This design comes from an exercise in tuning for small area, a short achievable clock period and few clock cycles on the open sky130 flow, not from production work. Where RTL was checked, it was by simulation tests only, not by an equivalence proof against the original.

==> v16 <==
## top_mac
module top_mac(rst, clk, stf, x, a, n, s, eof, i, y);
	input rst, clk, stf;
	input [17:0] x;
	input [35:0] a;
	input [5:0] n;
	input [5:0] s;
	output eof;
	output [5:0] i;
	output [17:0] y;
	localparam [59:0] M1 = 60'h095ffffffffffff;
	reg busy_q, run_q;
	reg [5:0] i_q;
	reg [59:0] q0;
	wire [59:0] q1, d0, d1, r;
	wire en = busy_q | stf;
	wire keep = busy_q | (run_q & ~stf);
	mult_generic mod_mult (.x(x), .a(a), .en(en), .keep(keep), .q0(q0), .q1(q1), .d0(d0), .d1(d1));
	always @(posedge clk)
		q0 <= d0;
	genvar g;
	generate
		for (g = 0; g < 60; g = g + 1) begin : acc1
			if (M1[g]) begin : ff
				reg b;
				always @(posedge clk)
					b <= d1[g];
				assign q1[g] = b;
			end else begin : zero
				assign q1[g] = 1'b0;
			end
		end
	endgenerate
	always @(posedge clk, posedge rst) begin
		if (rst) begin
			busy_q <= 1'b0;
			run_q <= 1'b0;
			i_q <= 6'd0;
		end else begin
			run_q <= 1'b1;
			if (!busy_q) begin
				if (stf && n != 6'd0) begin
					busy_q <= 1'b1;
					i_q <= n;
				end
			end else if (i_q == 6'd1) begin
				busy_q <= 1'b0;
				i_q <= 6'd0;
			end else begin
				i_q <= i_q - 6'd1;
			end
		end
	end
	sum_generic mod_sum (.q(q0), .p(q1), .s(r));
	ajuste mod_ajuste (.r(r), .s(s), .y(y));
	assign eof = ~busy_q;
	assign i = i_q;
endmodule
Settings: LEC_CHECK=0, ABC_CLOCK_PERIOD_IN_PS=5000, CAP_MARGIN=20, CORE_MARGIN=2, CORE_UTILIZATION=60, PLACE_DENSITY=0.65, SETUP_SLACK_MARGIN=3.5, SLEW_MARGIN=20; clock period 9.0 ns.
standard.sh (not shown) runs the stock make flow with config.mk's settings and CLKGATE_MAP_FILE= SYNTH_SCRIPT=/design/flow/synth_recipe.tcl, a recipe that flattens the netlist after the stock synthesis.
==> flow/flow/run.sh <==
#!/bin/bash
# Layout flow: the standard flow, with every input and output port buffered by a
# sky130_fd_sc_hd__buf_4 (which the resizer may then size) instead of the buffer that
# buffer_ports picks by itself.
set -euo pipefail
export BUFFER_PORTS_ARGS="-buffer_cell sky130_fd_sc_hd__buf_4"
bash standard.sh > standard_flow.log 2>&1
==> v8: changes against v16 <==
--- a/flow/config.mk
+++ b/flow/config.mk
@@ -9,6 +9,6 @@
 export CAP_MARGIN = 20
 export CORE_MARGIN = 2
-export CORE_UTILIZATION = 60
-export PLACE_DENSITY = 0.65
+export CORE_UTILIZATION = 40
+export PLACE_DENSITY = 0.45
 export SETUP_SLACK_MARGIN = 3.5
 export SLEW_MARGIN = 20
==> results.txt <==
                                                       v8        v16
Starting Density                                    0.405      0.606
Overall die height                                 246 um     201 um
Area of the placeable core                      57700 um2  38600 um2
Count of vias placed by the detailed router         21000      22000
Post-route design area                          27000 um2  26900 um2
Post-Place Cell Area                            24600 um2  24200 um2
Total of clock buffers placed in the layout            20         18
Result of the run                timing/DRC/antenna clean  timing/DRC/antenna clean
Transition time of the tightest slew-check pin     941 ps     960 ps
Layout Skew                                       18.7 ps    16.3 ps
Layout buffer count excluding clock buffers           205        212
Sequential cell area in the final layout         2450 um2   2440 um2
Post-route insts no fill                             3461       3221
Met1 routed wirelength after detailed routing     41.9 mm    33.3 mm
Testbench counts of v16, summed over its fixed seeds: cycles 32,262.
Testbench counts of v8, summed over its fixed seeds: cycles 32,262.


==> 06-03: inputs <==
Another version of the RTL of top_mac (not shown whole).
export LEC_CHECK = 0
export ABC_CLOCK_PERIOD_IN_PS = 5000
export CAP_MARGIN = 20
export CORE_MARGIN = 2
export CORE_UTILIZATION = 40
export PLACE_DENSITY = 0.45
export SLEW_MARGIN = 20
create_clock -name core_clock -period 9.0 [get_ports {clk}]
run.sh (not shown) runs the stock make flow with config.mk's settings and CLKGATE_MAP_FILE= SYNTH_SCRIPT=/design/flow/synth_recipe.tcl, a recipe that flattens the netlist after the stock synthesis.
Stock flow here: none of the scripts above is used.
==> 03-20: changes against 06-03 <==
==> flow/flow/run.sh (new file) <==
#!/bin/bash
# Layout flow: the standard flow, with every input and output port buffered by a
# sky130_fd_sc_hd__buf_4 (which the resizer may then size) instead of the buffer that
# buffer_ports picks by itself.
set -euo pipefail
export BUFFER_PORTS_ARGS="-buffer_cell sky130_fd_sc_hd__buf_4"
bash standard.sh > standard_flow.log 2>&1
==> flow/standard.sh (new file) <==
#!/bin/bash
# synth_recipe.tcl (not shown) runs the flow's synth.tcl, then flattens the netlist and writes it again
# the make line also repeats each setting of config.mk as NAME=value (left out here)
make -C /OpenROAD-flow-scripts/flow DESIGN_CONFIG=/design/flow/config.mk WORK_HOME=/design/flow/orfs CLKGATE_MAP_FILE= SYNTH_SCRIPT=/design/flow/synth_recipe.tcl "${@:-finish}"
Settings changed: ABC_AREA from default to 1, ABC_CLOCK_PERIOD_IN_PS 5000 to default, SETUP_SLACK_MARGIN from default to 3.5.
removed: flow/run.sh
==> 11-16: changes against 06-03 <==
==> flow/flow/run.sh (new file) <==
#!/bin/bash
# Layout flow: the standard flow, with every input and output port buffered by a
# sky130_fd_sc_hd__buf_4 (which the resizer may then size) instead of the buffer that
# buffer_ports picks by itself.
set -euo pipefail
export BUFFER_PORTS_ARGS="-buffer_cell sky130_fd_sc_hd__buf_4"
bash standard.sh > standard_flow.log 2>&1
==> flow/standard.sh (new file) <==
#!/bin/bash
# synth_recipe.tcl (not shown) runs the flow's synth.tcl, then flattens the netlist and writes it again
# the make line also repeats each setting of config.mk as NAME=value (left out here)
make -C /OpenROAD-flow-scripts/flow DESIGN_CONFIG=/design/flow/config.mk WORK_HOME=/design/flow/orfs CLKGATE_MAP_FILE= SYNTH_SCRIPT=/design/flow/synth_recipe.tcl "${@:-finish}"
Settings changed: SETUP_SLACK_MARGIN from default to 3.5.
removed: flow/run.sh
==> reports/summary.txt <==
Post-placement cell area: 0.0226 mm²
Status: finished clean
Clock network area share: 2.47%
Area of the mapped netlist: 0.0215 mm²
Register Area: 0.00245 mm²
Worst-case hold slack: 554 ps
Path length in cells of the critical path: 23
the above is filed under 11-16

==> reports/summary.txt <==
Status: finished clean
Post-placement cell area: 0.0221 mm²
Path length in cells of the critical path: 18
Area of the mapped netlist: 0.0210 mm²
Register Area: 0.00244 mm²
Clock network area share: 2.43%
Worst-case hold slack: 570 ps
the above is filed under 03-20

==> reports/summary.txt <==
Status: finished clean
Worst-case hold slack: 559 ps
Cell row count: 84
Register Area: 0.00244 mm²
Area of the mapped netlist: 0.0215 mm²
Family with the most delay on the worst path: compound AO/OA/AOI/OAI gates
Path length in cells of the critical path: 19
the above is filed under 06-03

Function was not checked in any run of this note: the RTL went through the layout flow alone.

-- separate check: timing with driven ports --
How much do the figures lean on ideal ports? The routed layouts below were timed once more, with nothing changed but the port constraints.
Step 1 assumes that a clkbuf_16 drives the clock port and a buf_2 every other input.
Step 2 also shifts input and output timing later by t, the mid clock arrival at the registers, as if the neighbouring blocks saw the same clock.
Slacks: no drivers / after step 1 / after step 2; pairs: no drivers / after step 1.
| run | t (ns) | slack for setup (ns) | worst hold slack (ns) | worst slew at a driven data input, ns |
|---|---|---|---|---|
| v16 | 0.524 | 2.762 / 2.699 / 2.779 | 0.534 / 0.534 / 0.534 | 0.07 |
| v8 | 0.546 | 2.726 / 2.656 / 2.772 | 0.535 / 0.535 / 0.535 | 0.06 |
| 06-03 | 0.550 | 1.492 / 1.431 / 1.765 | 0.559 / 0.559 / 0.559 | 0.09 |
| 03-20 | 0.552 | 3.160 / 3.099 / 3.073 | 0.570 / 0.570 / 0.570 | 0.04 |
| 11-16 | 0.526 | 2.272 / 2.211 / 2.605 | 0.554 / 0.554 / 0.554 | 0.09 |
After both steps setup and hold are still met in every run listed. For 03-20, which loses most, drivers alone change the setup slack by -0.061 ns; drivers and shift together by -0.087 ns.
